What follows belongs to an exercise in optimizing a design on an open flow for small area; a production flow would make more cautious choices.
In this exercise RTL edits were held to simulation tests only and were not proved equivalent to the original.

==> inputs of run a <==
## sgap_conv
module sgap_conv(clk,reset,ops,filterWeight2,filterWeight3,filterOut2,filterOut3,operands,data,sum);
==> flow/config.mk <==
export PLATFORM = sky130hd
export DESIGN_NAME = sgap_conv
export DESIGN_NICKNAME = sgap_conv
export VERILOG_FILES = /design/flow/design.v
export SDC_FILE = /design/flow/constraint.sdc
export NUM_CORES = 4
export LEC_CHECK = 0
export ABC_AREA = 1
export CAP_MARGIN = 20
export CORE_MARGIN = 2
export CORE_UTILIZATION = 40
export SLEW_MARGIN = 20
export SYNTH_HIERARCHICAL = 1
==> flow/constraint.sdc <==
create_clock -name core_clock -period 35.0 [get_ports {clk}]
set_input_delay 7.0000 -clock core_clock [delete_from_list [all_inputs] [get_ports {clk}]]
set_output_delay 7.0000 -clock core_clock [all_outputs]
set_load 0.01 [all_outputs]
standard.sh (not shown) runs the stock make flow with config.mk's settings and CLKGATE_MAP_FILE= SYNTH_SCRIPT=/design/flow/synth_recipe.tcl, a recipe that flattens the netlist after the stock synthesis.
==> flow/flow/run.sh <==
#!/bin/bash
set -euo pipefail
W=$(pwd)
sed 's#^  log_cmd abc {\*}$abc_args#  set abc_args [lreplace $abc_args 0 1 -script '"$W"'/flow/area.abc]\n  log_cmd abc {*}$abc_args#' \
  "$FLOW_HOME/scripts/synth.tcl" > "$W/own_synth_body.tcl"
grep -q "flow/area.abc" "$W/own_synth_body.tcl"
sed 's#source $::env(SCRIPTS_DIR)/synth.tcl#source '"$W"'/own_synth_body.tcl#' synth_recipe.tcl > "$W/own_synth.tcl"
grep -q own_synth_body "$W/own_synth.tcl"
sed 's#SYNTH_SCRIPT=[^ ]*synth_recipe.tcl#SYNTH_SCRIPT='"$W"'/own_synth.tcl '"'"'BUFFER_PORTS_ARGS=-buffer_cell sky130_fd_sc_hd__buf_1'"'"'#' \
  standard.sh > "$W/own_standard.sh"
grep -q own_synth.tcl "$W/own_standard.sh"
bash "$W/own_standard.sh" finish > "$W/flow.log" 2>&1
==> flow/flow/area.abc <==
strash
dch -f
amap -F 1000
==> run b: changes against run a <==
--- a/flow/design.v
+++ b/flow/design.v
@@ -3939,56 +3939,13 @@
 wire pa_170;
 fa_cell pa_fa85 (pa_142, pa_143, pa_66, pa_169, pa_170);
 wire pa_171;
 wire pa_172;
 ha_cell pa_ha86 (pa_144, pa_118, pa_171, pa_172);
-wire pa_173;
-wire pa_174;
-ha_cell pa_ha87 (operands[0], pa_145, pa_173, pa_174);
-wire pa_175;
-wire pa_176;
-fa_cell pa_fa88 (pa_147, pa_146, pa_174, pa_175, pa_176);
-wire pa_177;
-wire pa_178;
-fa_cell pa_fa89 (pa_149, pa_148, pa_176, pa_177, pa_178);
-wire pa_179;
-wire pa_180;
-fa_cell pa_fa90 (pa_151, pa_150, pa_178, pa_179, pa_180);
-wire pa_181;
-wire pa_182;
-fa_cell pa_fa91 (pa_153, pa_152, pa_180, pa_181, pa_182);
-wire pa_183;
-wire pa_184;
-fa_cell pa_fa92 (pa_155, pa_154, pa_182, pa_183, pa_184);
-wire pa_185;
-wire pa_186;
-fa_cell pa_fa93 (pa_157, pa_156, pa_184, pa_185, pa_186);
-wire pa_187;
-wire pa_188;
-fa_cell pa_fa94 (pa_159, pa_158, pa_186, pa_187, pa_188);
-wire pa_189;
-wire pa_190;
-fa_cell pa_fa95 (pa_161, pa_160, pa_188, pa_189, pa_190);
-wire pa_191;
-wire pa_192;
-fa_cell pa_fa96 (pa_163, pa_162, pa_190, pa_191, pa_192);
-wire pa_193;
-wire pa_194;
-fa_cell pa_fa97 (pa_165, pa_164, pa_192, pa_193, pa_194);
-wire pa_195;
-wire pa_196;
-fa_cell pa_fa98 (pa_167, pa_166, pa_194, pa_195, pa_196);
-wire pa_197;
-wire pa_198;
-fa_cell pa_fa99 (pa_169, pa_168, pa_196, pa_197, pa_198);
-wire pa_199;
-wire pa_200;
-fa_cell pa_fa100 (pa_171, pa_170, pa_198, pa_199, pa_200);
-wire pa_201;
-wire pa_202;
-ha_cell pa_ha101 (pa_172, pa_200, pa_201, pa_202);
-wire [15:0] asum = {pa_202,pa_201,pa_199,pa_197,pa_195,pa_193,pa_191,pa_189,pa_187,pa_185,pa_183,pa_181,pa_179,pa_177,pa_175,pa_173};
+wire [15:0] asum_a = {1'b0,pa_172,pa_171,pa_169,pa_167,pa_165,pa_163,pa_161,pa_159,pa_157,pa_155,pa_153,pa_151,pa_149,pa_147,operands[0]};
+wire [15:0] asum_b = {1'b0,1'b0,pa_170,pa_168,pa_166,pa_164,pa_162,pa_160,pa_158,pa_156,pa_154,pa_152,pa_150,pa_148,pa_146,pa_145};
+wire [15:0] asum = asum_a + asum_b;
 reg [11:0] avg;
 reg [4:0] rem;
 always @(*) begin
   rem = {1'b0, asum[15:12]};
   for (b = 11; b >= 0; b = b - 1) begin
==> run c: changes against run a <==
==> flow/run.sh (new file) <==
#!/bin/bash
# synth_recipe.tcl (not shown) runs the flow's synth.tcl, then flattens the netlist and writes it again
# the make line also repeats each setting of config.mk as NAME=value (left out here)
make -C /OpenROAD-flow-scripts/flow DESIGN_CONFIG=/design/flow/config.mk WORK_HOME=/design/flow/orfs CLKGATE_MAP_FILE= SYNTH_SCRIPT=/design/flow/synth_recipe.tcl finish
CORE_UTILIZATION = 60   (was 40)
CTS_BUF_LIST = sky130_fd_sc_hd__clkbuf_8   (was not set)
PLACE_DENSITY = 0.72   (was not set)
removed: flow/flow/run.sh
removed: flow/flow/area.abc
removed: flow/standard.sh
==> run d: changes against run a <==
--- a/flow/design.v
+++ b/flow/design.v
@@ -3939,56 +3939,13 @@
 wire pa_170;
 fa_cell pa_fa85 (pa_142, pa_143, pa_66, pa_169, pa_170);
 wire pa_171;
 wire pa_172;
 ha_cell pa_ha86 (pa_144, pa_118, pa_171, pa_172);
-wire pa_173;
-wire pa_174;
-ha_cell pa_ha87 (operands[0], pa_145, pa_173, pa_174);
-wire pa_175;
-wire pa_176;
-fa_cell pa_fa88 (pa_147, pa_146, pa_174, pa_175, pa_176);
-wire pa_177;
-wire pa_178;
-fa_cell pa_fa89 (pa_149, pa_148, pa_176, pa_177, pa_178);
-wire pa_179;
-wire pa_180;
-fa_cell pa_fa90 (pa_151, pa_150, pa_178, pa_179, pa_180);
-wire pa_181;
-wire pa_182;
-fa_cell pa_fa91 (pa_153, pa_152, pa_180, pa_181, pa_182);
-wire pa_183;
-wire pa_184;
-fa_cell pa_fa92 (pa_155, pa_154, pa_182, pa_183, pa_184);
-wire pa_185;
-wire pa_186;
-fa_cell pa_fa93 (pa_157, pa_156, pa_184, pa_185, pa_186);
-wire pa_187;
-wire pa_188;
-fa_cell pa_fa94 (pa_159, pa_158, pa_186, pa_187, pa_188);
-wire pa_189;
-wire pa_190;
-fa_cell pa_fa95 (pa_161, pa_160, pa_188, pa_189, pa_190);
-wire pa_191;
-wire pa_192;
-fa_cell pa_fa96 (pa_163, pa_162, pa_190, pa_191, pa_192);
-wire pa_193;
-wire pa_194;
-fa_cell pa_fa97 (pa_165, pa_164, pa_192, pa_193, pa_194);
-wire pa_195;
-wire pa_196;
-fa_cell pa_fa98 (pa_167, pa_166, pa_194, pa_195, pa_196);
-wire pa_197;
-wire pa_198;
-fa_cell pa_fa99 (pa_169, pa_168, pa_196, pa_197, pa_198);
-wire pa_199;
-wire pa_200;
-fa_cell pa_fa100 (pa_171, pa_170, pa_198, pa_199, pa_200);
-wire pa_201;
-wire pa_202;
-ha_cell pa_ha101 (pa_172, pa_200, pa_201, pa_202);
-wire [15:0] asum = {pa_202,pa_201,pa_199,pa_197,pa_195,pa_193,pa_191,pa_189,pa_187,pa_185,pa_183,pa_181,pa_179,pa_177,pa_175,pa_173};
+wire [15:0] asum_a = {1'b0,pa_172,pa_171,pa_169,pa_167,pa_165,pa_163,pa_161,pa_159,pa_157,pa_155,pa_153,pa_151,pa_149,pa_147,operands[0]};
+wire [15:0] asum_b = {1'b0,1'b0,pa_170,pa_168,pa_166,pa_164,pa_162,pa_160,pa_158,pa_156,pa_154,pa_152,pa_150,pa_148,pa_146,pa_145};
+wire [15:0] asum = asum_a + asum_b;
 reg [11:0] avg;
 reg [4:0] rem;
 always @(*) begin
   rem = {1'b0, asum[15:12]};
   for (b = 11; b >= 0; b = b - 1) begin
CTS_BUF_LIST = sky130_fd_sc_hd__clkbuf_8   (was not set)
CTS_CLUSTER_DIAMETER = 100   (was not set)
CTS_CLUSTER_SIZE = 20   (was not set)
GPL_TIMING_DRIVEN = 0   (was not set)
==> comparison table <==
metric	run c	run a	run d	run b
Outcome	complete, no violations	complete, no violations	complete, no violations	complete, no violations
GRT Total Usage	47.2%	32.6%	33.2%	33.0%
Detailed Route WL	185000 um	184000 um	188000 um	186000 um
Syn_area_per_cell	7.80 um^2	8.90 um^2	8.85 um^2	8.85 um^2
Detailed placer's ending HPWL	160000 um	162000 um	166000 um	164000 um
Mux share of post-synthesis cell area	0.264%	0%	0%	0%
Xor/xnor share of the synthesized area	1.14%	0.0204%	0%	0%
Reg-to-reg setup timing slack	17.84 ns	17.48 ns	17.56 ns	17.63 ns
Core region area	74700 um^2	107000 um^2	107000 um^2	107000 um^2
Crit Path Max Fanout	5	5	6	6
Met3 routed WL	29200 um	17300 um	18300 um	19300 um
Root cell of the clock tree	clkbuf_8	clkbuf_16	clkbuf_8	clkbuf_16
Die Y-Extent	279 um	332 um	333 um	333 um
Share of final layout cell area taken by non-clock buffers	12.0%	6.16%	5.16%	5.95%

[separate check: timing with driven ports]
In the flow no input, the clock included, has a driving cell. The finished layouts below were timed again as built, in two steps. Step 1, drivers: a clkbuf_16 drives clk and a buf_2 each remaining input, both assumed. Step 2, shift: input delay + t, output delay - t, t = (earliest + latest rising clock arrival at the registers) / 2. This alone moves slack from input paths to output paths. Slacks: no drivers / after step 1 / after step 2; pairs: no drivers / after step 1.
run | t (ns) | setup slack, ns | latest minus earliest clock arrival (ns)
run a | 0.702 | 1.028 / 1.005 / 1.005 | 0.047 / 0.048
run b | 0.657 | 1.962 / 1.939 / 1.939 | 0.031 / 0.031
run c | 0.705 | 4.192 / 4.163 / 4.163 | 0.039 / 0.039
run d | 0.750 | 1.675 / 1.652 / 1.652 | 0.056 / 0.055
After both steps setup and hold are still met in every run listed. The setup slack of run c, which loses most, moves by -0.029 ns with the drivers and by -0.029 ns with both steps.
